This design comes from an exercise in tuning for small area, a short achievable clock period and few clock cycles on the open sky130 flow, not from production work.
In this exercise RTL edits were held to simulation tests only and were not proved equivalent to the original.
Power figures rest on the tool's default switching activity, not on a simulated workload.

==> flow/design.v <==
module ysyx_23060025 (
	input				clock,
	input				reset,
	input				io_interrupt,
	input				io_master_awready,
	output				io_master_awvalid,
	output		[31:0]	io_master_awaddr,
	output		[3:0]	io_master_awid,
	output		[7:0]	io_master_awlen,
	output		[2:0]	io_master_awsize,
	output		[1:0]	io_master_awburst,
	input				io_master_wready,
	output				io_master_wvalid,
	output		[31:0]	io_master_wdata,
	output		[3:0]	io_master_wstrb,
	output				io_master_wlast,
	output				io_master_bready,
	input				io_master_bvalid,
	input		[1:0]	io_master_bresp,
	input		[3:0]	io_master_bid,
	input				io_master_arready,
	output				io_master_arvalid,
	output		[31:0]	io_master_araddr,
	output		[3:0]	io_master_arid,
	output		[7:0]	io_master_arlen,
	output		[2:0]	io_master_arsize,
	output		[1:0]	io_master_arburst,
	output				io_master_rready,
	input				io_master_rvalid,
	input		[1:0]	io_master_rresp,
	input		[31:0]	io_master_rdata,
	input				io_master_rlast,
	input		[3:0]	io_master_rid,
	output				io_slave_awready,
	input				io_slave_awvalid,
	input		[31:0]	io_slave_awaddr,
	input		[3:0]	io_slave_awid,
	input		[7:0]	io_slave_awlen,
	input		[2:0]	io_slave_awsize,
	input		[1:0]	io_slave_awburst,
	output				io_slave_wready,
	input				io_slave_wvalid,
	input		[31:0]	io_slave_wdata,
	input		[3:0]	io_slave_wstrb,
	input				io_slave_wlast,
	input				io_slave_bready,
	output				io_slave_bvalid,
	output		[1:0]	io_slave_bresp,
	output		[3:0]	io_slave_bid,
	output				io_slave_arready,
	input				io_slave_arvalid,
	input		[31:0]	io_slave_araddr,
	input		[3:0]	io_slave_arid,
	input		[7:0]	io_slave_arlen,
	input		[2:0]	io_slave_arsize,
	input		[1:0]	io_slave_arburst,
	input				io_slave_rready,
	output				io_slave_rvalid,
	output		[1:0]	io_slave_rresp,
	output		[31:0]	io_slave_rdata,
	output				io_slave_rlast,
	output		[3:0]	io_slave_rid
);
	assign io_slave_awready = 1'b0;
	assign io_slave_wready  = 1'b0;
	assign io_slave_bvalid  = 1'b0;
	assign io_slave_bresp   = 2'b0;
	assign io_slave_bid     = 4'b0;
	assign io_slave_arready = 1'b0;
	assign io_slave_rvalid  = 1'b0;
	assign io_slave_rresp   = 2'b0;
	assign io_slave_rdata   = 32'b0;
	assign io_slave_rlast   = 1'b0;
	assign io_slave_rid     = 4'b0;
	reg  [29:0] pc_f;		 
	reg  [29:0] alt;		 
	reg  [31:0] ir;
	reg         ir_v;
	reg         pred;		 
	reg  [1:0]  xs;			 
	reg  [3:0]  ld_off;		 
	reg  [27:0] dtag;
	reg  [3:0]  dvw;
	reg  [31:0] dline [0:3];
	reg  [1:0]  dpos;		 
	reg         dfill;		 
	reg  [63:0] mtime;
	reg  [31:0] rf [1:15];
	reg  [31:0] mtvec, mepc, mcause;
	localparam R_IDLE = 2'd0, R_FILL = 2'd1, R_LOAD = 2'd2;
	reg  [1:0]  rs;
	reg         arv;
	reg  [31:0] ara;
	reg  [2:0]  arl;
	reg  [3:0]  fpos;		 
	reg         awv, wv;
	reg  [29:0] awa;
	reg  [31:0] wd;
	reg  [3:0]  wst;
	reg  [31:0] ic_data [0:15];
	reg  [25:0] ic_tag  [0:3];
	reg  [3:0]  ic_wv   [0:3];
	assign io_master_arvalid = arv;
	assign io_master_araddr  = ara;
	assign io_master_arid    = 4'd0;
	assign io_master_arlen   = {5'd0, arl};
	assign io_master_arsize  = 3'b010;
	assign io_master_arburst = 2'b01;
	assign io_master_rready  = 1'b1;
	assign io_master_awvalid = awv;
	assign io_master_awaddr  = {awa, 2'b00};
	assign io_master_awid    = 4'd1;
	assign io_master_awlen   = 8'd0;
	assign io_master_awsize  = 3'b010;
	assign io_master_awburst = 2'b01;
	assign io_master_wvalid  = wv;
	assign io_master_wdata   = wd;
	assign io_master_wstrb   = wst;
	assign io_master_wlast   = 1'b1;
	assign io_master_bready  = 1'b1;
	wire [1:0]  f_idx  = pc_f[3:2];
	wire [1:0]  f_word = pc_f[1:0];
	wire        f_tag_ok = (ic_tag[f_idx] == pc_f[29:4]);
	wire        f_hit  = f_tag_ok & ic_wv[f_idx][f_word];
	wire        fill_beat = (rs == R_FILL) & io_master_rvalid;
	wire        f_byp  = fill_beat & f_tag_ok & (pc_f[3:0] == fpos);
	wire [27:0] n_line = pc_f[29:2] + 28'd1;
	wire [1:0]  n_idx  = n_line[1:0];
	wire        n_tag_ok = (ic_tag[n_idx] == n_line[27:2]);
	wire        n_ext  = ~(n_tag_ok & (&ic_wv[n_idx]));
	wire        f_avail = f_hit | f_byp;
	wire [31:0] f_inst = f_hit ? ic_data[pc_f[3:0]] : io_master_rdata;
	wire [4:0] opc = ir[6:2];
	wire [2:0] f3  = ir[14:12];
	wire is_lui   = (opc == 5'b01101);
	wire is_auipc = (opc == 5'b00101);
	wire is_jal   = (opc == 5'b11011);
	wire is_jalr  = (opc == 5'b11001);
	wire is_br    = (opc == 5'b11000);
	wire is_ld    = (opc == 5'b00000);
	wire is_st    = (opc == 5'b01000);
	wire is_opi   = (opc == 5'b00100);
	wire is_op    = (opc == 5'b01100);
	wire is_sys   = (opc == 5'b11100);
	wire is_csr   = is_sys & (f3 == 3'b001 | f3 == 3'b010);
	wire is_ecall = is_sys & (f3 == 3'b000) & ~ir[29] & ~ir[20];
	wire is_mret  = is_sys & (f3 == 3'b000) & ir[29];
	wire is_ctrl  = is_jalr | is_br | is_ecall | is_mret;
	wire [3:0] ra1 = ir[18:15];
	wire [3:0] ra2 = ir[23:20];
	wire [3:0] rd  = ir[10:7];
	reg  [31:0] rv1;		 
	reg  [31:0] opb_r;		 
	reg         sub_r;
	reg  [31:0] rv2;		 
	wire [31:0] imm_i = {{20{ir[31]}}, ir[31:20]};
	wire [31:0] imm_s = {{20{ir[31]}}, ir[31:25], ir[11:7]};
	wire [31:0] imm_b = {{20{ir[31]}}, ir[7], ir[30:25], ir[11:8], 1'b0};
	wire [31:0] imm_u = {ir[31:12], 12'd0};
	wire [31:0] imm_j = {{12{ir[31]}}, ir[19:12], ir[20], ir[30:21], 1'b0};
	wire [31:0] opb = opb_r ^ {32{sub_r}};
	wire [32:0] sum33 = {1'b0, rv1} + {1'b0, opb_r} + {32'd0, sub_r};
	wire [31:0] sum = sum33[31:0];
	wire ltu = ~sum33[32];
	wire lts = (rv1[31] == opb[31]) ? sum[31] : rv1[31];
	wire eq  = (rv1 == opb);
	wire br_cond = f3[2] ? (f3[1] ? ltu : lts) : eq;
	wire br_taken = br_cond ^ f3[0];
	wire [4:0]  shamt = opb_r[4:0];
	wire        sh_left = (f3 == 3'b001);
	wire [31:0] sh_in;
	genvar gi;
	generate for (gi = 0; gi < 32; gi = gi + 1) begin : g_rev
		assign sh_in[gi] = sh_left ? rv1[31-gi] : rv1[gi];
	end endgenerate
	wire        sh_fill = ir[30] & rv1[31] & ~sh_left;
	wire [31:0] sh_out = $signed({sh_fill, sh_in}) >>> shamt;
	wire [31:0] sh_res;
	generate for (gi = 0; gi < 32; gi = gi + 1) begin : g_rev2
		assign sh_res[gi] = sh_left ? sh_out[31-gi] : sh_out[gi];
	end endgenerate
	reg [31:0] alu_res;
	always @(*) begin
		case (f3)
			3'b000: alu_res = sum;
			3'b001: alu_res = sh_res;
			3'b010: alu_res = {31'd0, lts};
			3'b011: alu_res = {31'd0, ltu};
			3'b100: alu_res = rv1 ^ opb;
			3'b101: alu_res = sh_res;
			3'b110: alu_res = rv1 | opb;
			default: alu_res = rv1 & opb;
		endcase
	end
	wire [11:0] csr_a = ir[31:20];
	reg  [31:0] csr_old;
	always @(*) begin
		case (csr_a)
			12'h300: csr_old = 32'h0000_1800;
			12'h305: csr_old = mtvec;
			12'h341: csr_old = mepc;
			12'h342: csr_old = mcause;
			12'hF11: csr_old = 32'h7973_7978;
			12'hF12: csr_old = 32'd23060025;
			default: csr_old = 32'd0;
		endcase
	end
	wire [31:0] csr_new = f3[1] ? (csr_old | rv1) : rv1;
	wire        ld_clint = (sum[31:16] == 16'h0200);
	wire        ld_cable = (sum[31:29] == 3'b100);
	wire        d_tag_ok = (dtag == sum[31:4]);
	wire        d_hit    = ld_cable & d_tag_ok & dvw[sum[3:2]];
	wire        bus_idle = (rs == R_IDLE);
	wire        ld_x0    = ir_v & is_ld & (xs == 2'd0);
	wire        ld_issue = ld_x0 & bus_idle & ~wv & ~d_hit & ~ld_clint;
	wire        ld_data_v = (rs == R_LOAD) & io_master_rvalid;
	wire [31:0] ld_word = (xs == 2'd3) ? (ld_off[2] ? mtime[63:32] : mtime[31:0]) :
	                      (xs == 2'd1) ? dline[ld_off[3:2]] : io_master_rdata;
	wire [31:0] ld_sh   = ld_word >> {ld_off[1:0], 3'b000};
	wire [31:0] ld_val  = f3[1] ? ld_sh :
	                      f3[0] ? {{16{~f3[2] & ld_sh[15]}}, ld_sh[15:0]} :
	                              {{24{~f3[2] & ld_sh[7]}}, ld_sh[7:0]};
	wire        ld_done = (xs == 2'd3) | (xs == 2'd1) | ((xs == 2'd2) & ld_data_v);
	wire        st_ok = ~awv & ~wv;
	wire [3:0]  st_mask = f3[1] ? 4'b1111 : f3[0] ? (sum[1] ? 4'b1100 : 4'b0011) :
	                      (4'b0001 << sum[1:0]);
	wire [31:0] st_data = f3[1] ? rv2 : f3[0] ? {2{rv2[15:0]}} : {4{rv2[7:0]}};
	wire st_go = ir_v & is_st & st_ok;
	wire x_done = ir_v & (is_ld ? ld_done : is_st ? st_ok : 1'b1);
	wire redirect = ir_v & (is_jalr | (is_br & (br_taken ^ pred)) | is_ecall | is_mret);
	wire [31:0] target = is_jalr ? sum : is_ecall ? mtvec : is_mret ? mepc :
	                     {alt, 2'b00};
	wire wr_rd = x_done & (is_lui | is_auipc | is_jal | is_jalr | is_ld | is_opi | is_op | is_csr) & (rd != 4'd0);
	wire [31:0] rd_val = is_ld ? ld_val :
	                     (is_lui | is_auipc) ? sum :
	                     is_jal ? {alt, 2'b00} : is_jalr ? {pc_f, 2'b00} :
	                     is_csr ? csr_old : alu_res;
	integer k;
	always @(posedge clock) begin
		if (wr_rd) rf[rd] <= rd_val;
	end
	always @(posedge clock) begin
		if (ir_v & is_csr & (csr_a == 12'h305)) mtvec <= csr_new;
		if (ir_v & is_ecall) mepc <= {pc_f, 2'b00};
		else if (ir_v & is_csr & (csr_a == 12'h341)) mepc <= csr_new;
		if (ir_v & is_ecall) mcause <= 32'd11;
		else if (ir_v & is_csr & (csr_a == 12'h342)) mcause <= csr_new;
	end
	always @(posedge clock) begin
		if (reset) mtime <= 64'd0;
		else mtime <= mtime + 64'd1;
	end
	wire take = f_avail & (~ir_v | x_done);
	wire        f_is_jal = (f_inst[6:2] == 5'b11011);
	wire        f_is_br  = (f_inst[6:2] == 5'b11000);
	wire        f_pred   = f_is_jal | (f_is_br & f_inst[31]);
	wire [29:0] f_off    = f_is_jal ? {{12{f_inst[31]}}, f_inst[19:12], f_inst[20], f_inst[30:22]}
	                                : {{20{f_inst[31]}}, f_inst[7], f_inst[30:25], f_inst[11:9]};
	wire [29:0] f_tinc   = pc_f + 30'd1;
	wire [29:0] f_toff   = pc_f + f_off;
	wire [29:0] f_next   = f_pred ? f_toff : f_tinc;
	wire [3:0]  fa1 = f_inst[18:15];
	wire [3:0]  fa2 = f_inst[23:20];
	wire [31:0] frv1 = (fa1 == 4'd0) ? 32'd0 : rf[fa1];
	wire [31:0] frv2 = (fa2 == 4'd0) ? 32'd0 : rf[fa2];
	wire        fwd1 = wr_rd & (rd == fa1);
	wire        fwd2 = wr_rd & (rd == fa2);
	wire [31:0] fr1 = fwd1 ? rd_val : frv1;
	wire [31:0] fr2 = fwd2 ? rd_val : frv2;
	wire [2:0]  ff3     = f_inst[14:12];
	wire        f_lui   = (f_inst[6:2] == 5'b01101);
	wire        f_auipc = (f_inst[6:2] == 5'b00101);
	wire        f_op    = (f_inst[6:2] == 5'b01100);
	wire        f_opi   = (f_inst[6:2] == 5'b00100);
	wire        f_st    = (f_inst[6:2] == 5'b01000);
	wire        f_br    = (f_inst[6:2] == 5'b11000);
	wire [31:0] f_imm   = (f_lui | f_auipc) ? {f_inst[31:12], 12'd0} :
	                      f_st ? {{20{f_inst[31]}}, f_inst[31:25], f_inst[11:7]} :
	                             {{20{f_inst[31]}}, f_inst[31:20]};
	wire        f_sub   = f_br | ((f_op | f_opi) & (ff3 == 3'b010 | ff3 == 3'b011)) |
	                      (f_op & (ff3 == 3'b000) & f_inst[30]);
	wire fill_start = bus_idle & ~f_hit & ~(ir_v & (is_ctrl | is_ld));
	always @(posedge clock) begin
		if (reset) begin
			pc_f <= 30'h0C00_0000;
			ir_v <= 1'b0;
		end else if (redirect) begin
			pc_f <= target[31:2];
			ir_v <= 1'b0;
		end else if (take) begin
			pc_f <= f_next;
			ir_v <= 1'b1;
		end else if (x_done) begin
			ir_v <= 1'b0;
		end
	end
	always @(posedge clock) begin
		if (take) begin
			ir   <= f_inst;
			alt  <= f_pred ? f_tinc : f_toff;
			rv2  <= fr2;
			pred <= f_pred;
			rv1   <= f_lui ? 32'd0 : f_auipc ? {pc_f, 2'b00} : fr1;
			opb_r <= ((f_op | f_br) ? fr2 : f_imm) ^ {32{f_sub}};
			sub_r <= f_sub;
		end
	end
	always @(posedge clock) begin
		if (reset) xs <= 2'd0;
		else if (ld_x0 & ld_clint) xs <= 2'd3;
		else if (ld_x0 & d_hit) xs <= 2'd1;
		else if (ld_issue) xs <= 2'd2;
		else if (ld_done) xs <= 2'd0;
	end
	always @(posedge clock) begin
		if (xs == 2'd0) ld_off <= sum[3:0];
	end
	always @(posedge clock) begin
		if (reset) begin
			dvw   <= 4'd0;
			dfill <= 1'b0;
		end else if (st_go) begin
			dvw   <= 4'd0;
			dfill <= 1'b0;
		end else if (ld_issue) begin
			dfill <= ld_cable;
			if (ld_cable & ~d_tag_ok) dvw <= 4'd0;
		end else if (ld_data_v & dfill) begin
			dvw[dpos] <= 1'b1;
		end
	end
	always @(posedge clock) begin
		if (ld_issue) begin
			if (ld_cable & ~d_tag_ok) dtag <= sum[31:4];
			dpos <= sum[3:2];
		end else if (ld_data_v) begin
			dpos <= dpos + 2'd1;
		end
		if (ld_data_v & dfill) dline[dpos] <= io_master_rdata;
	end
	always @(posedge clock) begin
		if (reset) begin
			rs  <= R_IDLE;
			arv <= 1'b0;
		end else begin
			if (arv & io_master_arready) arv <= 1'b0;
			case (rs)
				R_IDLE: begin
					if (ld_issue) begin
						arv <= 1'b1;
						rs  <= R_LOAD;
					end else if (fill_start) begin
						arv <= 1'b1;
						rs  <= R_FILL;
					end
				end
				default: begin
					if (io_master_rvalid & io_master_rlast) rs <= R_IDLE;
				end
			endcase
		end
	end
	always @(posedge clock) begin
		if (bus_idle) begin
			if (ir_v & is_ld) begin
				ara <= sum;
				arl <= ld_cable ? {1'b0, ~sum[3:2]} : 3'd0;
			end else begin
				ara <= {pc_f, 2'b00};
				arl <= {n_ext, ~pc_f[1:0]};
				fpos <= pc_f[3:0];
			end
		end else if ((rs == R_FILL) & io_master_rvalid) begin
			fpos <= fpos + 4'd1;
		end
	end
	always @(posedge clock) begin
		if ((rs == R_FILL) & io_master_rvalid) ic_data[fpos] <= io_master_rdata;
	end
	always @(posedge clock) begin
		if (bus_idle & ~ld_issue & fill_start & ~f_tag_ok) ic_tag[f_idx] <= pc_f[29:4];
		if (bus_idle & ~ld_issue & fill_start & n_ext & ~n_tag_ok) ic_tag[n_idx] <= n_line[27:2];
	end
	always @(posedge clock) begin
		if (reset) begin
			for (k = 0; k < 4; k = k + 1) ic_wv[k] <= 4'd0;
		end else if ((rs == R_FILL) & io_master_rvalid) begin
			ic_wv[fpos[3:2]][fpos[1:0]] <= 1'b1;
		end else if (bus_idle & ~ld_issue & fill_start) begin
			if (~f_tag_ok) ic_wv[f_idx] <= 4'd0;
			if (n_ext & ~n_tag_ok) ic_wv[n_idx] <= 4'd0;
		end
	end
	always @(posedge clock) begin
		if (reset) begin
			awv <= 1'b0;
			wv  <= 1'b0;
		end else if (st_go) begin
			awv <= 1'b1;
			wv  <= 1'b1;
		end else begin
			if (io_master_awready) awv <= 1'b0;
			if (io_master_wready)  wv  <= 1'b0;
		end
	end
	always @(posedge clock) begin
		if (st_go) begin
			awa <= sum[31:2];
			wd  <= st_data;
			wst <= st_mask;
		end
	end
endmodule
==> flow/flow/run.sh <==
#!/bin/bash
# The standard ORFS layout, unchanged except that timing repair aims for more setup
# slack than the 12 ns clock needs (the clock, constraints and all steps stay the same).
set -euo pipefail
bash standard.sh SETUP_SLACK_MARGIN=7 TNS_END_PERCENT=20 finish > standard_flow.log 2>&1
==> flow/standard.sh <==
#!/bin/bash
# synth_recipe.tcl (not shown) runs the flow's synth.tcl, then flattens the netlist and writes it again
# the make line also repeats each setting of config.mk as NAME=value (left out here)
make -C /OpenROAD-flow-scripts/flow DESIGN_CONFIG=/design/flow/config.mk WORK_HOME=/design/flow/orfs CLKGATE_MAP_FILE= SYNTH_SCRIPT=/design/flow/synth_recipe.tcl "${@:-finish}"
==> flow/config.mk <==
export PLATFORM = sky130hd
export DESIGN_NAME = ysyx_23060025
export DESIGN_NICKNAME = ysyx_23060025
export VERILOG_FILES = /design/flow/design.v
export SDC_FILE = /design/flow/constraint.sdc
export NUM_CORES = 4
export LEC_CHECK = 0
export ABC_CLOCK_PERIOD_IN_PS = 4000
export CAP_MARGIN = 20
export CORE_MARGIN = 2
export CORE_UTILIZATION = 40
export SLEW_MARGIN = 20
==> flow/constraint.sdc <==
create_clock -name core_clock -period 12.0 [get_ports {clock}]
set_input_delay 2.4000 -clock core_clock [delete_from_list [all_inputs] [get_ports {clock}]]
set_output_delay 2.4000 -clock core_clock [all_outputs]
set_load 0.01 [all_outputs]
==> impl_results.md, run 1 <==
- Status: complete, no violations
- First-pass GRT wire length: between 500000 and 600000 um
- CTS max path bufs: 3
- EDFF count, synth: 1545
- CTS root buf: clkbuf_16
- Worst Path Arrival: between 7 and 8 ns
- Synth Area in XOR/XNOR: between 3 and 4%
- Setup TNS: 0 ns
- Share of cells above drive strength 1: a little over a fifth
- Mux cell area share after synthesis: 10.72%
- Clk Latency, worst-skew pair: between 0.9 and 1 ns
- Vias per inst: between 6 and 7
- Final-report setup violation count: 0
- CP Data Required Time: between 10 and 15 ns
- Std-Cell Rows: roughly 170
- RSZ-0062 raised after global routing: yes
- Post-CTS Hold Buffers: 0
- Antenna violations before repair: 26
- Largest net degree at the start of global routing: 98
- PwrDens: 121.3 mW/mm^2
- Count of warnings emitted by yosys: 1
- Crit. End Element: flip-flop
- Die height: around 480 um
- Final core utilization: a little under 50%
- Slew HR: between 10% and 20%
- Worst-margin pin slew: 1.201 ns
- CP peak stage delay: between 0.5 and 0.6 ns
- Count leader, synth: edfxtp_1
- DR iter-0 viols: around 11000
- Via count: approximately 73000
- RD Place Congestion: 1.044
- Clk sinks: between 1500 and 2000
- Grt peak-use layer: met2
- CTS buffer count: between 150 and 200
- P_leak: approximately 39 nW
- Fin crit period: 6.652 ns
- Starting Density: approximately 40%
- Top cells by count, synth: edfxtp_1, nand2_1, a21oi_1
- Grt ovf: 0
- Nets: roughly 8600
- Die Wd: between 400 and 500 um
- CTS tree: built
- Sequential-to-total area share from yosys stat: a little over half
- Routed Antenna Nets: 0
- Post-Syn Instances: a little under 8000
- Crit path kind: flip-flop to flip-flop
- Total Wirelength: 374600 um
- Met2 Use GR: 46.82%
- GRT met3 Usage: 8.539%
- Clock Pin Slew Worst Setup and Hold Paths: 0.06 ns
- Global Route Usage Sum: between 30% and 40%
- Fmax: 150.3 MHz
- Die Footprint: 0.2299 mm^2
- DP Wirelength: approximately 230000 um
- Vias in the first global route: 68430
- Mapped Avg Cell Area: around 11 um^2
- Layout area overhead: 21.73%
- Met1 usage: 40.78%
- Port-buffer cells: roughly 140
- Setup crit start kind: flip-flop
- Post-synth cell types: a little over 90
- Flops & latches, synth: around 1700
- IO Count: 383
- Critical Path Slowest Stage Cell: mux4_2
- Htree depth: 4
- Final Hold Fails: 0
- Ys async rst share: 0%
- Synth Area in Simple Gates: between 10% and 20%
- Core box area: 0.2249 mm^2
- Clock skew: 0.09511 ns
- Max-slew violations: 0
- Synth top area share: between 50% and 60%
- Drt pass-1 iters: 8
- Synth area leaders: edfxtp_1, mux4_2, nand2_1
- Max Cap Viol: 0
- CP max FO: 5
- Synth Area in Compound Gates: roughly 12%
- Adder-Cell Fraction of Synth Area: under 10%
- HP Class: flip-flop to flip-flop
- Max VDD drop: between 0.1 and 0.15 mV
- Cell taking the most area after synthesis: edfxtp_1
- Residual DRC count: 0
- Final period util: 55.43%
- Largest family of logic cells by synthesized area: compound AO/OA/AOI/OAI gates
- Wire length per cell: between 30 and 40 um
- Synth Flop Type: edfxtp_1
- Synthesized cell area: between 0.09 and 0.1 mm^2
-- metal layers --
layer / wire length [um] / part of all wire [%] / vias up
met5: 69 / 0.018 / -
met4: 27750 / 7.4 / 12
met3: 45700 / 12 / 1232
met2: 162700 / 43 / 5180
met1: 138300 / 37 / 36240
li1: - / - / 30270
-- sequential cells by signal, indices dropped and copies added, names as in the netlist, 64 cells and up, named ones only --
register / count
dline: 128
mtime: 64
ic_tag: 104
rf: 480
ic_data: 480
-- final timing paths --
path | cells after the start | startpoint | slack, ns | endpoint
max reg2reg | 25 | flip-flop | 5.35 | pc_f[28]
min | 1 | mtime[0] | 0.47 | mtime[0]
min reg2reg | 1 | mtime[0] | 0.47 | mtime[0]
max | 25 | flip-flop | 5.35 | pc_f[28]
-- critical path, delay by kind of cell (launching register included) --
family	cells	cell delay, ns
compound gates	9	2.07
xor+xnor	2	0.32
fa+ha+maj	1	0.43
buf+inv	8	1.22
flops	1	0.41
mux	2	0.90
simple gates	3	1.17
-- what timing repair did --
action | CTS | global route
resized for setup | 736 | 180
pin swaps | 157 | 127
endpoints found under the setup margin | 1432 | 587
cloned | 40 | 1
setup buffers | 250 | 55
-- report_power, final --
| part | internal (W) | switching (W) |
|---|---|---|
| Clock | 0.00334 | 0.00252 |
| Sequential | 0.00649 | 0.0000213 |
| Combinational | 0.000365 | 0.000627 |
| Total | 0.0102 | 0.00316 |
-- cells in the final DEF (no fill, tap or decap), types with 54 or more instances in the layout --
cell type        count
and3_1             132
a211oi_1           115
buf_4              421
nand2_1           1275
nor3_1              65
a31oi_1             80
conb_1              86
nor2_1             383
a21oi_1            377
edfxtp_1          1545
clkbuf_16          182
inv_1              210
buf_6               83
a22oi_1             58
mux2_2              54
o22ai_1             72
ha_1               132
mux4_2             290
o211ai_1            57
mux2i_1            227
a311oi_1           118
xnor2_1            252
buf_12              56
clkdlybuf4s50_1    138
nand3_1            171
dfxtp_1            155
xor2_1              92
o21ai_0            243
nand4_1             54
-- per-stage QoR --
stage / total power (W) / instance area [um^2] / hold slack [ns] / cells / setup slack [ns]
after floorplan: 0.007043 / 90950 / 0.4251 / 7954 / 5.744
after detailed placement: 0.007340 / 95930 / 0.4565 / 10720 / 3.431
after global placement: 0.007326 / 95860 / 0.4430 / 10720 / 3.490
after CTS: 0.01332 / 108700 / 0.4712 / 11350 / 5.337
final: 0.01336 / 110100 / 0.4687 / 11420 / 5.348
after global routing: 0.01366 / 110100 / 0.5028 / 11410 / 5.179
-- kinds of logic after synthesis --
logic type,count (synthesis)
buffers and inverters,888
other,2
flip-flops,1708
multiplexers,599
AO/OA/AOI/OAI,1687
adder cells (fa/ha/maj),145
XOR/XNOR,392
AND/OR/NAND/NOR,2449
-- area by class of cell --
| class | instances | area, um^2 |
|---|---|---|
| fill | 19410 | 114800 |
| sequential | 1708 | 49680 |
| multi-input combinational | 5362 | 41160 |
| timing repair buffer | 769 | 8290 |
| clock buffer | 237 | 4808 |
| tap | 2992 | 3744 |
| clock inverter | 98 | 1376 |
| inverter | 234 | 958.4 |
| antenna | 19 | 47.55 |
| timing repair inverter | 3 | 33.78 |
Testbench counts, summed over its fixed seeds: cycles 113,554.
==> inputs of run 2 (changes only) <==
--- a/flow/design.v
+++ b/flow/design.v
@@ -1,3 +1,33 @@
+module ysyx_23060025_add #(parameter W = 32, L = 5) (
+	input  [W-1:0] a,
+	input  [W-1:0] b,
+	input          ci,
+	output [W-1:0] s,
+	output         co
+);
+	wire [W-1:0] p0 = a ^ b;
+	wire [W-1:0] g  [0:L];
+	wire [W-1:0] p  [0:L];
+	assign g[0] = {a[W-1:1] & b[W-1:1], (a[0] & b[0]) | (p0[0] & ci)};
+	assign p[0] = p0;
+	genvar l, i;
+	generate
+		for (l = 0; l < L; l = l + 1) begin : g_lvl
+			for (i = 0; i < W; i = i + 1) begin : g_bit
+				if ((i >> l) & 1) begin : g_comb
+					localparam integer J = ((i >> l) << l) - 1;
+					assign g[l+1][i] = g[l][i] | (p[l][i] & g[l][J]);
+					assign p[l+1][i] = p[l][i] & p[l][J];
+				end else begin : g_pass
+					assign g[l+1][i] = g[l][i];
+					assign p[l+1][i] = p[l][i];
+				end
+			end
+		end
+	endgenerate
+	assign s  = p0 ^ {g[L][W-2:0], ci};
+	assign co = g[L][W-1];
+endmodule
 module ysyx_23060025 (
 	input				clock,
 	input				reset,
@@ -122,14 +152,13 @@
 	wire [1:0]  f_word = pc_f[1:0];
 	wire        f_tag_ok = (ic_tag[f_idx] == pc_f[29:4]);
 	wire        f_hit  = f_tag_ok & ic_wv[f_idx][f_word];
-	wire        fill_beat = (rs == R_FILL) & io_master_rvalid;
-	wire        f_byp  = fill_beat & f_tag_ok & (pc_f[3:0] == fpos);
-	wire [27:0] n_line = pc_f[29:2] + 28'd1;
+	wire [27:0] n_line;
+	ysyx_23060025_add #(28) u_nline (.a(pc_f[29:2]), .b(28'd0), .ci(1'b1), .s(n_line), .co());
 	wire [1:0]  n_idx  = n_line[1:0];
 	wire        n_tag_ok = (ic_tag[n_idx] == n_line[27:2]);
 	wire        n_ext  = ~(n_tag_ok & (&ic_wv[n_idx]));
-	wire        f_avail = f_hit | f_byp;
-	wire [31:0] f_inst = f_hit ? ic_data[pc_f[3:0]] : io_master_rdata;
+	wire        f_avail = f_hit;
+	wire [31:0] f_inst = ic_data[pc_f[3:0]];
 	wire [4:0] opc = ir[6:2];
 	wire [2:0] f3  = ir[14:12];
 	wire is_lui   = (opc == 5'b01101);
@@ -159,7 +188,8 @@
 	wire [31:0] imm_u = {ir[31:12], 12'd0};
 	wire [31:0] imm_j = {{12{ir[31]}}, ir[19:12], ir[20], ir[30:21], 1'b0};
 	wire [31:0] opb = opb_r ^ {32{sub_r}};
-	wire [32:0] sum33 = {1'b0, rv1} + {1'b0, opb_r} + {32'd0, sub_r};
+	wire [32:0] sum33;
+	ysyx_23060025_add #(32) u_alu_add (.a(rv1), .b(opb_r), .ci(sub_r), .s(sum33[31:0]), .co(sum33[32]));
 	wire [31:0] sum = sum33[31:0];
 	wire ltu = ~sum33[32];
 	wire lts = (rv1[31] == opb[31]) ? sum[31] : rv1[31];
@@ -208,8 +238,11 @@
 	wire [31:0] csr_new = f3[1] ? (csr_old | rv1) : rv1;
 	wire        ld_clint = (sum[31:16] == 16'h0200);
 	wire        ld_cable = (sum[31:29] == 3'b100);
-	wire        d_tag_ok = (dtag == sum[31:4]);
-	wire        d_hit    = ld_cable & d_tag_ok & dvw[sum[3:2]];
+	wire [4:0]  lo4 = {1'b0, rv1[3:0]} + {1'b0, opb_r[3:0]};
+	wire [27:0] hx  = rv1[31:4] ^ opb_r[31:4];
+	wire [27:0] hc  = {(rv1[30:4] & opb_r[30:4]) | (hx[26:0] & ~dtag[26:0]), lo4[4]};
+	wire        d_tag_ok = ~|(hx ^ dtag ^ hc);
+	wire        d_hit    = d_tag_ok & dvw[lo4[3:2]];
 	wire        bus_idle = (rs == R_IDLE);
 	wire        ld_x0    = ir_v & is_ld & (xs == 2'd0);
 	wire        ld_issue = ld_x0 & bus_idle & ~wv & ~d_hit & ~ld_clint;
@@ -230,11 +263,12 @@
 	wire redirect = ir_v & (is_jalr | (is_br & (br_taken ^ pred)) | is_ecall | is_mret);
 	wire [31:0] target = is_jalr ? sum : is_ecall ? mtvec : is_mret ? mepc :
 	                     {alt, 2'b00};
-	wire wr_rd = x_done & (is_lui | is_auipc | is_jal | is_jalr | is_ld | is_opi | is_op | is_csr) & (rd != 4'd0);
-	wire [31:0] rd_val = is_ld ? ld_val :
-	                     (is_lui | is_auipc) ? sum :
+	wire wr_x  = ir_v & (is_lui | is_auipc | is_jal | is_jalr | is_opi | is_op | is_csr) & (rd != 4'd0);
+	wire wr_rd = wr_x | (ir_v & is_ld & ld_done & (rd != 4'd0));
+	wire [31:0] rd_x   = (is_lui | is_auipc) ? sum :
 	                     is_jal ? {alt, 2'b00} : is_jalr ? {pc_f, 2'b00} :
 	                     is_csr ? csr_old : alu_res;
+	wire [31:0] rd_val = is_ld ? ld_val : rd_x;
 	integer k;
 	always @(posedge clock) begin
 		if (wr_rd) rf[rd] <= rd_val;
@@ -246,27 +280,31 @@
 		if (ir_v & is_ecall) mcause <= 32'd11;
 		else if (ir_v & is_csr & (csr_a == 12'h342)) mcause <= csr_new;
 	end
+	wire [63:0] mtime_inc;
+	ysyx_23060025_add #(64, 6) u_mtime (.a(mtime), .b(64'd0), .ci(1'b1), .s(mtime_inc), .co());
 	always @(posedge clock) begin
 		if (reset) mtime <= 64'd0;
-		else mtime <= mtime + 64'd1;
+		else mtime <= mtime_inc;
 	end
-	wire take = f_avail & (~ir_v | x_done);
+	wire ld_hazard = ir_v & is_ld & (rd != 4'd0) & ((rd == f_inst[18:15]) | (rd == f_inst[23:20]));
+	wire take = f_avail & (~ir_v | x_done) & ~ld_hazard;
 	wire        f_is_jal = (f_inst[6:2] == 5'b11011);
 	wire        f_is_br  = (f_inst[6:2] == 5'b11000);
 	wire        f_pred   = f_is_jal | (f_is_br & f_inst[31]);
 	wire [29:0] f_off    = f_is_jal ? {{12{f_inst[31]}}, f_inst[19:12], f_inst[20], f_inst[30:22]}
 	                                : {{20{f_inst[31]}}, f_inst[7], f_inst[30:25], f_inst[11:9]};
-	wire [29:0] f_tinc   = pc_f + 30'd1;
-	wire [29:0] f_toff   = pc_f + f_off;
+	wire [29:0] f_tinc, f_toff;
+	ysyx_23060025_add #(30) u_finc (.a(pc_f), .b(30'd0), .ci(1'b1), .s(f_tinc), .co());
+	ysyx_23060025_add #(30) u_foff (.a(pc_f), .b(f_off), .ci(1'b0), .s(f_toff), .co());
 	wire [29:0] f_next   = f_pred ? f_toff : f_tinc;
 	wire [3:0]  fa1 = f_inst[18:15];
 	wire [3:0]  fa2 = f_inst[23:20];
 	wire [31:0] frv1 = (fa1 == 4'd0) ? 32'd0 : rf[fa1];
 	wire [31:0] frv2 = (fa2 == 4'd0) ? 32'd0 : rf[fa2];
-	wire        fwd1 = wr_rd & (rd == fa1);
-	wire        fwd2 = wr_rd & (rd == fa2);
-	wire [31:0] fr1 = fwd1 ? rd_val : frv1;
-	wire [31:0] fr2 = fwd2 ? rd_val : frv2;
+	wire        fwd1 = wr_x & (rd == fa1);
+	wire        fwd2 = wr_x & (rd == fa2);
+	wire [31:0] fr1 = fwd1 ? rd_x : frv1;
+	wire [31:0] fr2 = fwd2 ? rd_x : frv2;
 	wire [2:0]  ff3     = f_inst[14:12];
 	wire        f_lui   = (f_inst[6:2] == 5'b01101);
 	wire        f_auipc = (f_inst[6:2] == 5'b00101);
==> impl_results.md, run 2 <==
- CP bufs+invs: 3 (was 8)
- Final Hold Fails: 0 (unchanged)
- Final-report setup violation count: 0 (unchanged)
- Largest net degree at the start of global routing: 93 (was 98)
- PwrDens: 124.8 mW/mm^2 (was 121.3 mW/mm^2)
- CP peak stage delay: 0.78 ns (was 0.55 ns)
- CTS max path bufs: 3 (unchanged)
- Largest regs: ic_data x480, rf x480, dline x128 (unchanged)
- P_leak: 34.17 nW (was 38.56 nW)
- Std-Cell Rows: 172 (was 174)
- Fmax: 184.7 MHz (was 150.3 MHz)
- Commonest non-fill, non-tap cells in the layout: edfxtp_1, nand2_1, mux4_2 (was edfxtp_1, nand2_1, buf_4)
- Setup TNS: 0 ns (unchanged)
- Final core utilization: 46.29% (was 48.95%)
- Max-slew violations: 0 (unchanged)
- Top cells by count, synth: edfxtp_1, nand2_1, mux4_2 (was edfxtp_1, nand2_1, a21oi_1)
- CP Data Required Time: 12.45 ns (was 12.81 ns)
- Vias per inst: 6.213 (was 6.385)
- Via count: 62200 (was 72930)
- Post-synth cell types: 102 (was 92)
- Power Total: 0.01270 W (was 0.01336 W)
- DR iter-0 viols: 8543 (was 10780)
- Drt pass-1 iters: 8 (unchanged)
- HP Class: flip-flop to flip-flop (unchanged)
- Crit path kind: flip-flop to flip-flop (unchanged)
- Synth top area share: 52.38% (was 51.30%)
- EDFF count, synth: 1545 (unchanged)
- Nets: 7283 (was 8597)
- Status: complete, no violations (unchanged)
- Die Wd: 474.6 um (was 479.5 um)
- RD Place Congestion: 0.9975 (was 1.044)
- Clock Power Share: 45.4% (was 43.8%)
- Final period util: 45.11% (was 55.43%)
- Share of cells above drive strength 1: 19.38% (was 21.54%)
- Htree depth: 4 (unchanged)
- Wire length per cell: 32.15 um (was 32.79 um)
- Max VDD drop: 0.1286 mV (was 0.1283 mV)
- CP delay by family, top: compound AO/OA/AOI/OAI gates (unchanged)
- Layout area overhead: 14.94% (was 21.73%)
- Crit. End Element: flip-flop (unchanged)
- Count leader, synth: edfxtp_1 (unchanged)
- Core box area: 0.2199 mm^2 (was 0.2249 mm^2)
- Most frequent cell on the critical path: inv_1
- Global Route Usage Sum: 27.98% (was 31.58%)
- Routed wl met2: 144200 um (was 162700 um)
- Met1 Wirelength: 122600 um (was 138300 um)
- Clk sinks: 1708 (unchanged)
- Sw Ratio: 21.89% (was 23.69%)
- Cell taking the most area after synthesis: edfxtp_1 (unchanged)
- Clock skew: 0.07953 ns (was 0.09511 ns)
- Post-Syn Instances: 6720 (was 7870)
- Die Footprint: 0.2252 mm^2 (was 0.2299 mm^2)
- Clock Pin Slew Worst Setup and Hold Paths: 0.06 ns (about the same)
- RSZ-0062 raised after global routing: yes (unchanged)
- DP Wirelength: 210300 um (was 233500 um)
- Antenna violations before repair: 14 (was 26)
- IO Count: 383 (unchanged)
- Highest routed layer: met5 (unchanged)
- Fin crit period: 5.413 ns (was 6.652 ns)
- Residual DRC count: 0 (unchanged)
- Worst-margin pin slew: 1.099 ns (was 1.201 ns)
- Max Cap Viol: 0 (unchanged)
- Critical Path Slowest Stage Cell: xor2_1 (was mux4_2)
- Most common library cell in the layout ignoring fill and taps: edfxtp_1 (unchanged)
- CTS root buf: clkbuf_16 (unchanged)
- Met3 Wirelength: 33760 um (was 45700 um)
- Internal: 0.009921 W (was 0.01020 W)
- Slew HR: 25.80% (was 19.26%)
- Synth area leaders: edfxtp_1, mux4_2, dfxtp_1 (was edfxtp_1, mux4_2, nand2_1)
- CTS tree: built (unchanged)
- Synthesized cell area: 0.08857 mm^2 (was 0.09044 mm^2)
- Total Wirelength: 321900 um (was 374600 um)
- Mapped Avg Cell Area: 13.18 um^2 (was 11.49 um^2)
- Die height: 474.6 um (was 479.5 um)
- Count of warnings emitted by yosys: 5 (was 1)
- Comb power frac: 3.5% (was 7.4%)
- Port-buffer cells: 142 (unchanged)
- CP max FO: 35 (was 5)
- Seq pwr share: 51.2% (was 48.7%)
- Routed Antenna Nets: 0 (unchanged)
- Flops & latches, synth: 1708 (unchanged)
- Synth Flop Type: edfxtp_1 (unchanged)
- Vias in the first global route: 59530 (was 68430)
- Worst Path Arrival: 5.86 ns (was 7.46 ns)
- Sequential-to-total area share from yosys stat: 56.06% (was 54.90%)
- CP Cell Sequence: buf_4 -> inv_1 -> fa_2 -> xor2_1 -> inv_1 -> a22oi_1 -> o211ai_1 -> a21oi_1 -> o21ai_0
- Setup crit start kind: flip-flop (unchanged)
- Ys async rst share: 0% (unchanged)
- CTS buffer count: 181 (unchanged)
- First-pass GRT wire length: 447900 um (was 518800 um)
- Clk Latency, worst-skew pair: 0.87 ns (was 0.93 ns)
- Starting Density: 40.27% (was 40.22%)
- Grt ovf: 0 (unchanged)
- Psw: 0.002781 W (was 0.003164 W)
==> run 2: cells by family (layout without fill, tap and decap cells) <==
kind of cell,Yosys count,after routing,synth area share [%]
flops,1708,1708,56.06
compound gates,1292,1294,9.332
buf+inv,791,1032,3.960
other cells,2,90,0.008479
simple gates,1574,1574,8.048
mux,772,774,15.70
xor+xnor,388,388,3.837
fa+ha+maj,193,193,3.048
==> run 2: power groups by stage <==
stage          sequential, W  combinational (W)  clock (W)
5_1_grt              0.00650           0.000463    0.00606
3_5_place_dp         0.00662           0.000415          0
2_1_floorplan        0.00662           0.000251          0
4_1_cts              0.00650           0.000425    0.00583
3_3_place_gp         0.00662           0.000409          0
6_report             0.00650           0.000438    0.00577
==> run 2: worst paths after layout <==
path,from,endpoint,slack (ns),cells past startpoint
max reg2reg,opb_r[2],rv2[3],6.59,9
max,opb_r[2],rv2[3],6.59,9
min,mcause[16],mcause[16],0.45,2
min reg2reg,mcause[16],mcause[16],0.45,2
==> run 2: routing by layer <==
| layer | vias up | track usage [%] |
|---|---|---|
| li1 | 25980 | - |
| met1 | 31670 | 36.66 |
| met2 | 3737 | 42.90 |
| met3 | 796 | 6.500 |
| met4 | 14 | 15.53 |
| met5 | - | 0 |
==> run 2: layout make-up <==
class / count / area, um^2
Antenna cell: 4 / 10.01
Inverter: 231 / 898.4
Timing Repair Buffer: 466 / 4436
Clock inverter: 101 / 1232
Clock buffer: 234 / 4862
Fill cell: 19390 / 118100
Tap cell: 2958 / 3701
Sequential cell: 1708 / 49680
Multi-Input combinational cell: 4309 / 36990
==> run 2: what timing repair did <==
action                                   CTS  global route
endpoints found under the setup margin  1080          1211
gates cloned                               9             5
buffers inserted                          69            17
pin swaps                                 42            24
hold buffers                               0             0
resized for setup                        160            62
==> run 2: tightest hold or removal path, stage by stage, from the launching register on <==
cell and delay, ns:
dfxtp_1 0.31, nand2_1 0.05, a21oi_1 0.05
==> run 2: through the flow <==
step / hold slack (ns) / cell area (um^2) / std cells / setup slack [ns]
5_1_grt: 0.4706 / 101800 / 10010 / 6.527
3_5_place_dp: 0.4427 / 93650 / 9570 / 4.704
6_report: 0.4528 / 101800 / 10010 / 6.587
2_1_floorplan: 0.4167 / 89040 / 6804 / 6.569
3_3_place_gp: 0.4351 / 93620 / 9567 / 4.797
4_1_cts: 0.4527 / 101300 / 9983 / 6.645
Testbench counts of run 2, summed over its fixed seeds: cycles 115,197.
==> inputs of run 3 (changes only) <==
--- a/flow/design.v
+++ b/flow/design.v
@@ -247,13 +247,14 @@
 	wire        ld_x0    = ir_v & is_ld & (xs == 2'd0);
 	wire        ld_issue = ld_x0 & bus_idle & ~wv & ~d_hit & ~ld_clint;
 	wire        ld_data_v = (rs == R_LOAD) & io_master_rvalid;
-	wire [31:0] ld_word = (xs == 2'd3) ? (ld_off[2] ? mtime[63:32] : mtime[31:0]) :
-	                      (xs == 2'd1) ? dline[ld_off[3:2]] : io_master_rdata;
-	wire [31:0] ld_sh   = ld_word >> {ld_off[1:0], 3'b000};
+	wire [31:0] ld_word = (xs == 2'd0) ? dline[lo4[3:2]] :
+	                      (xs == 2'd3) ? (ld_off[2] ? mtime[63:32] : mtime[31:0]) : io_master_rdata;
+	wire [1:0]  ld_b    = (xs == 2'd0) ? lo4[1:0] : ld_off[1:0];
+	wire [31:0] ld_sh   = ld_word >> {ld_b, 3'b000};
 	wire [31:0] ld_val  = f3[1] ? ld_sh :
 	                      f3[0] ? {{16{~f3[2] & ld_sh[15]}}, ld_sh[15:0]} :
 	                              {{24{~f3[2] & ld_sh[7]}}, ld_sh[7:0]};
-	wire        ld_done = (xs == 2'd3) | (xs == 2'd1) | ((xs == 2'd2) & ld_data_v);
+	wire        ld_done = (xs == 2'd3) | ((xs == 2'd0) & d_hit) | ((xs == 2'd2) & ld_data_v);
 	wire        st_ok = ~awv & ~wv;
 	wire [3:0]  st_mask = f3[1] ? 4'b1111 : f3[0] ? (sum[1] ? 4'b1100 : 4'b0011) :
 	                      (4'b0001 << sum[1:0]);
@@ -346,7 +347,6 @@
 	always @(posedge clock) begin
 		if (reset) xs <= 2'd0;
 		else if (ld_x0 & ld_clint) xs <= 2'd3;
-		else if (ld_x0 & d_hit) xs <= 2'd1;
 		else if (ld_issue) xs <= 2'd2;
 		else if (ld_done) xs <= 2'd0;
 	end
==> impl_results.md, run 3 <==
- Status: complete, no violations (unchanged)
- CP Data Required Time: 12.54 ns (was 12.45 ns)
- Crit. End Element: flip-flop (unchanged)
- Cell taking the most area after synthesis: edfxtp_1 (unchanged)
- CP Cell Sequence: buf_6 -> or3b_1 -> buf_4 -> nand3_1 -> nand2_1 -> o21ai_0 -> o221a_2 -> o221ai_1 -> o221ai_1 -> a21o_1 -> o22ai_1 (was buf_4 -> inv_1 -> fa_2 -> xor2_1 -> inv_1 -> a22oi_1 -> o211ai_1 -> a21oi_1 -> o21ai_0)
- RSZ-0062 raised after global routing: yes (unchanged)
- Post-Syn Instances: 7334 (was 6720)
- Ys async rst share: 0% (unchanged)
- CTS buffer count: 185 (was 181)
- Fin crit period: 5.171 ns (was 5.413 ns)
- IO Count: 383 (unchanged)
- Power Total: 0.01281 W (was 0.01270 W)
- Core box area: 0.2245 mm^2 (was 0.2199 mm^2)
- EDFF count, synth: 1544 (was 1545)
- P_leak: 35.85 nW (was 34.17 nW)
- Clock Pin Slew Worst Setup and Hold Paths: 0.06 ns (about the same)
- Clock skew: 0.09038 ns (was 0.07953 ns)
- Starting Density: 40.20% (was 40.27%)
- Synth top area share: 51.39% (was 52.38%)
- Worst Path Arrival: 5.71 ns (was 5.86 ns)
- Placed inst area: 0.09527 mm^2 (was 0.09365 mm^2)
- Commonest non-fill, non-tap cells in the layout: edfxtp_1, nand2_1, nor2_1 (was edfxtp_1, nand2_1, mux4_2)
- Flops & latches, synth: 1705 (was 1708)
- CP max FO: 53 (was 35)
- Most frequent cell on the critical path: o221ai_1 (was inv_1)
- WHS: 0.4562 ns (was 0.4528 ns)
- CP peak stage delay: 0.60 ns (was 0.78 ns)
- Wire length per cell: 31.79 um (was 32.15 um)
- Antenna violations before repair: 18 (was 14)
- Via count: 67420 (was 62200)
- Clk Latency, worst-skew pair: 0.90 ns (was 0.87 ns)
- CTS tree: built (unchanged)
- Die height: 478.9 um (was 474.6 um)
- Total Wirelength: 338800 um (was 321900 um)
- Synthesized cell area: 0.09022 mm^2 (was 0.08857 mm^2)
- Max Cap Viol: 0 (unchanged)
- Crit path kind: flip-flop to flip-flop (unchanged)
- DR iter-0 viols: 9878 (was 8543)
- Final Hold Fails: 0 (unchanged)
- RD Place Congestion: 0.9880 (was 0.9975)
- Final period util: 43.09% (was 45.11%)
- Max-slew violations: 0 (unchanged)
- Port-buffer cells: 142 (unchanged)
- Post-route cell area: 0.1046 mm^2 (was 0.1018 mm^2)
- Count leader, synth: edfxtp_1 (unchanged)
- Setup TNS: 0 ns (unchanged)
- Synth Flop Type: edfxtp_1 (unchanged)
- Count of warnings emitted by yosys: 5 (unchanged)
- FILL cells: 19810 (was 19390)
- Largest regs: ic_data x480, rf x480, dline x128 (unchanged)
- CP delay by family, top: compound AO/OA/AOI/OAI gates (unchanged)
- Share of cells above drive strength 1: 18.31% (was 19.38%)
- Setup crit start kind: flip-flop (unchanged)
- Die Wd: 478.9 um (was 474.6 um)
- Clk sinks: 1705 (was 1708)
- Largest net degree at the start of global routing: 92 (was 93)
- HP Class: flip-flop to flip-flop (unchanged)
- CTS max path bufs: 3 (unchanged)
- Critical Path Slowest Stage Cell: o22ai_1 (was xor2_1)
- Most common library cell in the layout ignoring fill and taps: edfxtp_1 (unchanged)
- Worst-margin pin slew: 1.239 ns (was 1.099 ns)
- Grt ovf: 0 (unchanged)
- Max VDD drop: 0.1316 mV (was 0.1286 mV)
- CP bufs+invs: 2 (was 3)
- First-pass GRT wire length: 476300 um (was 447900 um)
- PwrDens: 122.5 mW/mm^2 (was 124.8 mW/mm^2)
- Top cells by count, synth: edfxtp_1, nand2_1, nor2_1 (was edfxtp_1, nand2_1, mux4_2)
- Vias in the first global route: 64290 (was 59530)
- Routed Antenna Nets: 0 (unchanged)
- Residual DRC count: 0 (unchanged)
- Slew HR: 16.25% (was 25.80%)
- Vias per inst: 6.325 (was 6.213)
- Post-CTS Hold Buffers: 0 (unchanged)
- Post-synth cell types: 107 (was 102)
- Drt pass-1 iters: 6 (was 8)
- Sequential-to-total area share from yosys stat: 54.96% (was 56.06%)
- Htree depth: 4 (unchanged)
- Final-report setup violation count: 0 (unchanged)
- DP Wirelength: 220300 um (was 210300 um)
- Setup WS pre-CTS: 4.652 ns (was 4.704 ns)
- CTS root buf: clkbuf_16 (unchanged)
- Die Footprint: 0.2294 mm^2 (was 0.2252 mm^2)
- Synth area leaders: edfxtp_1, mux4_2, dfxtp_1 (unchanged)
- Global Route Usage Sum: 28.78% (was 27.98%)
- Final WS setup: 6.830 ns (was 6.587 ns)
- Nets: 7887 (was 7283)
- Mapped Avg Cell Area: 12.30 um^2 (was 13.18 um^2)
- Layout area overhead: 15.94% (was 14.94%)
- Fmax: 193.4 MHz (was 184.7 MHz)
- Std-Cell Rows: 174 (was 172)
## run 3: cell type report
cell class                      instances  area, um^2  area share [%]
Sequential cell                      1705       49620           47.43
Antenna cell                            8       20.02         0.01914
Inverter                              233       910.9          0.8707
Timing Repair Buffer                  529        5345           5.110
Tap cell                             2992        3744           3.579
Clock buffer                          227        4857           4.643
Clock inverter                        118        1423           1.360
Multi-Input combinational cell       4846       38690           36.99
## run 3: timing repair
item	CTS	global route
pin swaps	37	30
endpoints found under the hold margin	0	0
gates resized for setup	203	117
buffers inserted	92	35
cloned	12	2
setup endpoints to repair	1558	1315
## run 3: per-layer routing
layer | global-route usage [%] | up-vias | wire (um)
li1 | - | 28250 | -
met1 | 38.13 | 34100 | 130400
met2 | 43.44 | 4167 | 150100
met3 | 7.184 | 890 | 36640
met4 | 15.61 | 14 | 21620
met5 | 0 | - | 100
## run 3: cell families after synthesis
family,share of synthesized area [%]
and+or+nand+nor,9.746
buffers and inverters,4.224
AOI/OAI and AO/OA,11.87
DFF,54.96
adders and majority gates,3.015
muxes,12.54
other,0.008324
xor gates and xnor gates,3.636
## run 3: power breakdown
part | internal (W) | total, W | switching, W
Combinational | 0.000146 | 0.000451 | 0.000305
Sequential | 0.00647 | 0.00649 | 0.0000203
Clock | 0.00334 | 0.00587 | 0.00253
Total | 0.00996 | 0.0128 | 0.00285
## run 3: final timing paths
kind / from / endpoint / slack [ns] / cells past startpoint
hold reg to reg: mtime[0] / mtime[0] / 0.46 / 1
setup / recovery: ir[13] / rv2[5] / 6.83 / 11
setup reg to reg: ir[13] / rv2[5] / 6.83 / 11
hold / removal: mtime[0] / mtime[0] / 0.46 / 1
## run 3: metrics by stage
stage | std cells | util, %
final | 10660 | 46.60
after global placement | 10160 | 42.43
after detailed placement | 10160 | 42.44
after global routing | 10650 | 46.60
after floorplan | 7418 | -
after CTS | 10610 | 46.21
Testbench counts of run 3, summed over its fixed seeds: cycles 110,559.
==> inputs of run 4 (changes only) <==
--- a/flow/design.v
+++ b/flow/design.v
@@ -155,7 +155,10 @@
 	wire [27:0] n_line;
 	ysyx_23060025_add #(28) u_nline (.a(pc_f[29:2]), .b(28'd0), .ci(1'b1), .s(n_line), .co());
 	wire [1:0]  n_idx  = n_line[1:0];
-	wire        n_tag_ok = (ic_tag[n_idx] == n_line[27:2]);
+	wire [25:0] n_k    = ic_tag[n_idx];
+	wire [25:0] n_t    = pc_f[29:4] ^ n_k;
+	wire [25:0] n_lc   = {pc_f[28:4] & ~n_k[24:0], &pc_f[3:2]};
+	wire        n_tag_ok = ~|(n_t ^ n_lc);
 	wire        n_ext  = ~(n_tag_ok & (&ic_wv[n_idx]));
 	wire        f_avail = f_hit;
 	wire [31:0] f_inst = ic_data[pc_f[3:0]];
@@ -174,7 +177,7 @@
 	wire is_csr   = is_sys & (f3 == 3'b001 | f3 == 3'b010);
 	wire is_ecall = is_sys & (f3 == 3'b000) & ~ir[29] & ~ir[20];
 	wire is_mret  = is_sys & (f3 == 3'b000) & ir[29];
-	wire is_ctrl  = is_jalr | is_br | is_ecall | is_mret;
+	wire is_ctrl  = is_jalr | (is_jal & ~pred) | is_br | is_ecall | is_mret;
 	wire [3:0] ra1 = ir[18:15];
 	wire [3:0] ra2 = ir[23:20];
 	wire [3:0] rd  = ir[10:7];
@@ -261,13 +264,13 @@
 	wire [31:0] st_data = f3[1] ? rv2 : f3[0] ? {2{rv2[15:0]}} : {4{rv2[7:0]}};
 	wire st_go = ir_v & is_st & st_ok;
 	wire x_done = ir_v & (is_ld ? ld_done : is_st ? st_ok : 1'b1);
-	wire redirect = ir_v & (is_jalr | (is_br & (br_taken ^ pred)) | is_ecall | is_mret);
-	wire [31:0] target = is_jalr ? sum : is_ecall ? mtvec : is_mret ? mepc :
+	wire redirect = ir_v & (is_jalr | (is_jal & ~pred) | (is_br & (br_taken ^ pred)) | is_ecall | is_mret);
+	wire [31:0] target = (is_jalr | is_jal) ? sum : is_ecall ? mtvec : is_mret ? mepc :
 	                     {alt, 2'b00};
 	wire wr_x  = ir_v & (is_lui | is_auipc | is_jal | is_jalr | is_opi | is_op | is_csr) & (rd != 4'd0);
 	wire wr_rd = wr_x | (ir_v & is_ld & ld_done & (rd != 4'd0));
 	wire [31:0] rd_x   = (is_lui | is_auipc) ? sum :
-	                     is_jal ? {alt, 2'b00} : is_jalr ? {pc_f, 2'b00} :
+	                     (is_jal | is_jalr) ? {alt, 2'b00} :
 	                     is_csr ? csr_old : alu_res;
 	wire [31:0] rd_val = is_ld ? ld_val : rd_x;
 	integer k;
@@ -291,12 +294,21 @@
 	wire take = f_avail & (~ir_v | x_done) & ~ld_hazard;
 	wire        f_is_jal = (f_inst[6:2] == 5'b11011);
 	wire        f_is_br  = (f_inst[6:2] == 5'b11000);
-	wire        f_pred   = f_is_jal | (f_is_br & f_inst[31]);
-	wire [29:0] f_off    = f_is_jal ? {{12{f_inst[31]}}, f_inst[19:12], f_inst[20], f_inst[30:22]}
-	                                : {{20{f_inst[31]}}, f_inst[7], f_inst[30:25], f_inst[11:9]};
-	wire [29:0] f_tinc, f_toff;
+	wire        f_sgn    = f_inst[31];
+	wire        f_jshort = (f_inst[19:12] == {8{f_sgn}});
+	wire        f_pred   = (f_is_jal & f_jshort) | (f_is_br & f_sgn);
+	wire [10:0] f_off    = f_is_jal ? {f_inst[12], f_inst[20], f_inst[30:22]}
+	                                : {f_sgn, f_inst[7], f_inst[30:25], f_inst[11:9]};
+	wire [29:0] f_tinc;
 	ysyx_23060025_add #(30) u_finc (.a(pc_f), .b(30'd0), .ci(1'b1), .s(f_tinc), .co());
-	ysyx_23060025_add #(30) u_foff (.a(pc_f), .b(f_off), .ci(1'b0), .s(f_toff), .co());
+	wire [10:0] f_lo;
+	wire        f_lo_c;
+	ysyx_23060025_add #(11, 4) u_flo (.a(pc_f[10:0]), .b(f_off), .ci(1'b0), .s(f_lo), .co(f_lo_c));
+	wire [18:0] f_upp, f_upm;
+	ysyx_23060025_add #(19) u_fupp (.a(pc_f[29:11]), .b(19'd0), .ci(1'b1), .s(f_upp), .co());
+	ysyx_23060025_add #(19) u_fupm (.a(pc_f[29:11]), .b({19{1'b1}}), .ci(1'b0), .s(f_upm), .co());
+	wire [18:0] f_up     = (f_lo_c == f_sgn) ? pc_f[29:11] : f_lo_c ? f_upp : f_upm;
+	wire [29:0] f_toff   = {f_up, f_lo};
 	wire [29:0] f_next   = f_pred ? f_toff : f_tinc;
 	wire [3:0]  fa1 = f_inst[18:15];
 	wire [3:0]  fa2 = f_inst[23:20];
@@ -314,6 +326,7 @@
 	wire        f_st    = (f_inst[6:2] == 5'b01000);
 	wire        f_br    = (f_inst[6:2] == 5'b11000);
 	wire [31:0] f_imm   = (f_lui | f_auipc) ? {f_inst[31:12], 12'd0} :
+	                      f_is_jal ? {{12{f_inst[31]}}, f_inst[19:12], f_inst[20], f_inst[30:21], 1'b0} :
 	                      f_st ? {{20{f_inst[31]}}, f_inst[31:25], f_inst[11:7]} :
 	                             {{20{f_inst[31]}}, f_inst[31:20]};
 	wire        f_sub   = f_br | ((f_op | f_opi) & (ff3 == 3'b010 | ff3 == 3'b011)) |
@@ -336,10 +349,10 @@
 	always @(posedge clock) begin
 		if (take) begin
 			ir   <= f_inst;
-			alt  <= f_pred ? f_tinc : f_toff;
+			alt  <= (f_is_br & ~f_pred) ? f_toff : f_tinc;
 			rv2  <= fr2;
 			pred <= f_pred;
-			rv1   <= f_lui ? 32'd0 : f_auipc ? {pc_f, 2'b00} : fr1;
+			rv1   <= f_lui ? 32'd0 : (f_auipc | f_is_jal) ? {pc_f, 2'b00} : fr1;
 			opb_r <= ((f_op | f_br) ? fr2 : f_imm) ^ {32{f_sub}};
 			sub_r <= f_sub;
 		end
--- a/flow/config.mk
+++ b/flow/config.mk
@@ -8,5 +8,6 @@
 export ABC_CLOCK_PERIOD_IN_PS = 4000
 export CAP_MARGIN = 20
 export CORE_MARGIN = 2
-export CORE_UTILIZATION = 40
+export CORE_UTILIZATION = 55
+export PLACE_DENSITY = 0.65
 export SLEW_MARGIN = 20
==> impl_results.md, run 4 <==
- Core box area: 0.1630 mm^2 (was 0.2245 mm^2)
- DP Wirelength: 223200 um (was 220300 um)
- Post-CTS Hold Buffers: 0 (unchanged)
- Max VDD drop: 0.1626 mV (was 0.1316 mV)
- Total Wirelength: 341500 um (was 338800 um)
- Clock Pin Slew Worst Setup and Hold Paths: 0.06 ns (about the same)
- RSZ-0062 raised after global routing: yes (unchanged)
- Die Footprint: 0.1677 mm^2 (was 0.2294 mm^2)
- Synth Flop Type: edfxtp_1 (unchanged)
- Vias per inst: 6.917 (was 6.325)
- Final core utilization: 62.82% (was 46.60%)
- Largest net degree at the start of global routing: 85 (was 92)
- Flops & latches, synth: 1705 (unchanged)
- Setup TNS: 0 ns (unchanged)
- Grt ovf: 0 (unchanged)
- Worst-margin pin slew: 1.263 ns (was 1.239 ns)
- Setup WS pre-CTS: 4.691 ns (was 4.652 ns)
- Residual DRC count: 0 (unchanged)
- RD Place Congestion: 1.020 (was 0.9880)
- HP Class: flip-flop to flip-flop (unchanged)
- DR iter-0 viols: 10060 (was 9878)
- Fmax: 191.9 MHz (was 193.4 MHz)
- Crit path kind: flip-flop to flip-flop (unchanged)
- Status: complete, no violations (unchanged)
- Starting Density: 55.49% (was 40.20%)
- Cell taking the most area after synthesis: edfxtp_1 (unchanged)
- Synth top area share: 51.27% (was 51.39%)
- IO Count: 383 (unchanged)
- Htree depth: 4 (unchanged)
- Synthesized cell area: 0.09043 mm^2 (was 0.09022 mm^2)
- Largest regs: ic_data x480, rf x480, dline x128 (unchanged)
- Multi-input logic area: 0.03859 mm^2 (was 0.03869 mm^2)
- Commonest non-fill, non-tap cells in the layout: edfxtp_1, nand2_1, nor2_1 (unchanged)
- CTS tree: built (unchanged)
- Via count: 67880 (was 67420)
- CP max FO: 6 (was 53)
- Slew HR: 15.51% (was 16.25%)
- Final-report setup violation count: 0 (unchanged)
- Post-Syn Instances: 7353 (was 7334)
- FILL cells: 12590 (was 19810)
- Ys async rst share: 0% (unchanged)
- Nets: 7884 (was 7887)
- Clock skew: 0.06992 ns (was 0.09038 ns)
- CTS buffer count: 179 (was 185)
- Count leader, synth: edfxtp_1 (unchanged)
- Layout area overhead: 13.20% (was 15.94%)
- EDFF count, synth: 1544 (unchanged)
- Most common library cell in the layout ignoring fill and taps: edfxtp_1 (unchanged)
- Power Total: 0.01261 W (was 0.01281 W)
- Die height: 409.5 um (was 478.9 um)
- Setup crit start kind: flip-flop (unchanged)
- Port-buffer cells: 142 (unchanged)
- Wire length per cell: 34.80 um (was 31.79 um)
- Final period util: 43.42% (was 43.09%)
- Clk sinks: 1705 (unchanged)
- Fin crit period: 5.211 ns (was 5.171 ns)
- Final WS setup: 6.789 ns (was 6.830 ns)
- Clk Latency, worst-skew pair: 0.88 ns (was 0.90 ns)
- PwrDens: 123.2 mW/mm^2 (was 122.5 mW/mm^2)
- Max Cap Viol: 0 (unchanged)
- Routed Antenna Nets: 0 (unchanged)
- Count of warnings emitted by yosys: 7 (was 5)
- Share of cells above drive strength 1: 17.16% (was 18.31%)
- Die Wd: 409.5 um (was 478.9 um)
- Mapped Avg Cell Area: 12.30 um^2 (about the same)
- Drt pass-1 iters: 8 (was 6)
- Std-Cell Rows: 148 (was 174)
- Worst Path Arrival: 5.96 ns (was 5.71 ns)
- R2R Setup Slk: 6.79 ns (was 6.83 ns)
- Max-slew violations: 0 (unchanged)
- P_leak: 35.17 nW (was 35.85 nW)
- Antenna violations before repair: 14 (was 18)
- Post-synth cell types: 106 (was 107)
- Vias in the first global route: 63990 (was 64290)
- Sequential-to-total area share from yosys stat: 54.84% (was 54.96%)
- CTS root buf: clkbuf_16 (unchanged)
- Top cells by count, synth: edfxtp_1, nand2_1, nor2_1 (unchanged)
- CP Data Required Time: 12.75 ns (was 12.54 ns)
- CTS max path bufs: 3 (unchanged)
- First-pass GRT wire length: 478200 um (was 476300 um)
- Global Route Usage Sum: 40.23% (was 28.78%)
- WHS: 0.4655 ns (was 0.4562 ns)
- FF/Latch Area: 0.04961 mm^2 (was 0.04962 mm^2)
- Synth area leaders: edfxtp_1, mux4_2, nand2_1 (was edfxtp_1, mux4_2, dfxtp_1)
- Final Hold Fails: 0 (unchanged)
- Crit. End Element: flip-flop (unchanged)
==> run 4: cell types whose count changed after synthesis, sizes merged, moves of 28 or more <==
cell    change
and3       +29
a311oi     -37
nand2     +142
a211oi     -39
a21oi      +55
o21ai      -46
a31oi      +55
a22oi      -28
nand3      -92
nor2       -49
==> run 4: where the power goes <==
| part | switching [W] | internal, W | leakage, nW | total, W |
|---|---|---|---|---|
| logic | 0.000320 | 0.000153 | 17.0 | 0.000473 |
| clock network | 0.00244 | 0.00320 | 2.89 | 0.00564 |
| registers | 0.0000186 | 0.00647 | 15.3 | 0.00649 |
| total | 0.00278 | 0.00983 | 35.2 | 0.0126 |
==> run 4: through the flow <==
stage	cells	cell area, um^2
floorplan	7437	90780
global placement	9394	94220
detailed placement	9395	94250
CTS	9795	101800
global route	9810	102400
finish	9813	102400
==> run 4: repair_timing <==
| action | CTS | global route |
|---|---|---|
| pin swaps | 40 | 37 |
| setup endpoints to repair | 1526 | 960 |
| setup buffers | 57 | 12 |
| gates cloned | 9 | 1 |
| gates resized for setup | 207 | 99 |
| endpoints found under the hold margin | 0 | 0 |
==> run 4: cell families after synthesis <==
group                    Yosys count  share of synthesized area [%]
multiplexers                     678                          12.69
AO/OA/AOI/OAI                   1599                          11.69
other                              2                       0.008305
buffers and inverters            849                          4.285
flip-flops                      1705                          54.84
adder cells (fa/ha/maj)          210                          3.221
AND/OR/NAND/NOR                 1954                          9.820
XOR/XNOR                         356                          3.448
==> run 4: final cells by class <==
class | instances | share of cell area [%]
clock inverter | 105 | 1.117
inverter | 237 | 0.8972
tap | 2175 | 2.659
sequential | 1705 | 48.46
antenna | 4 | 0.009779
timing repair buffer | 474 | 4.485
multi-input combinational | 4884 | 37.70
clock buffer | 229 | 4.668
==> run 4: final timing paths <==
path,cells after the start,start,end
worst max-delay path,18,flip-flop,pc_f[26]
worst min-delay path,1,mtime[0],mtime[0]
worst max register to register,18,flip-flop,pc_f[26]
worst min register to register,1,mtime[0],mtime[0]
==> run 4: critical path, stage by stage, from the launching register on <==
cell and delay, ns:
dfxtp_4 0.37, buf_12 0.14, buf_16 0.14, mux4_2 0.50
mux4_2 0.59, and3_4 0.21, nand4_1 0.19, o21ai_2 0.12
ha_2 0.18, fa_2 0.38, a211oi_4 0.28, o21ai_1 0.10
a31o_2 0.28, a211o_4 0.39, nor4_2 0.32, nand2_1 0.19
nor4_1 0.33, nor4b_1 0.11, a2111oi_1 0.26
==> run 4: routing by layer <==
| metal | up-vias | track usage, % | share of wire (%) |
|---|---|---|---|
| met5 | - | 0 | 0.033 |
| met4 | 18 | 21.44 | 6.3 |
| met3 | 917 | 10.44 | 12 |
| met2 | 4593 | 60.14 | 44 |
| met1 | 34180 | 54.11 | 37 |
| li1 | 28170 | - | - |
Testbench counts of run 4, summed over its fixed seeds: cycles 110,559.

-- what the ideal ports hide --
The flow's constraints put no driver on any port. The routed layouts listed below were extracted and timed again, unchanged, in two steps. Step 1, drivers: a clkbuf_16 drives clock and a buf_2 each remaining input, both assumed. Step 2 moves the port delays by t, midway between the first and last clock arrival at a register: inputs arrive t later, outputs are due t later. That takes back most of the time a late clock gives input paths. Slacks: ideal ports / drivers / drivers and shift; pairs: ideal ports / drivers.
| run | t (ns) | setup slack, ns | hold WS [ns] |
|---|---|---|---|
| run 1 | 0.964 | 5.348 / 5.348 / 4.906 | 0.469 / 0.469 / 0.469 |
| run 2 | 0.924 | 6.587 / 6.587 / 5.919 | 0.453 / 0.453 / 0.453 |
| run 3 | 0.962 | 6.830 / 6.830 / 5.966 | 0.456 / 0.456 / 0.456 |
| run 4 | 0.936 | 6.789 / 6.789 / 6.040 | 0.466 / 0.466 / 0.466 |
After both steps every run listed still meets setup and hold. The setup slack of run 3, which loses most, moves by 0.000 ns with the drivers and by -0.864 ns with both steps.
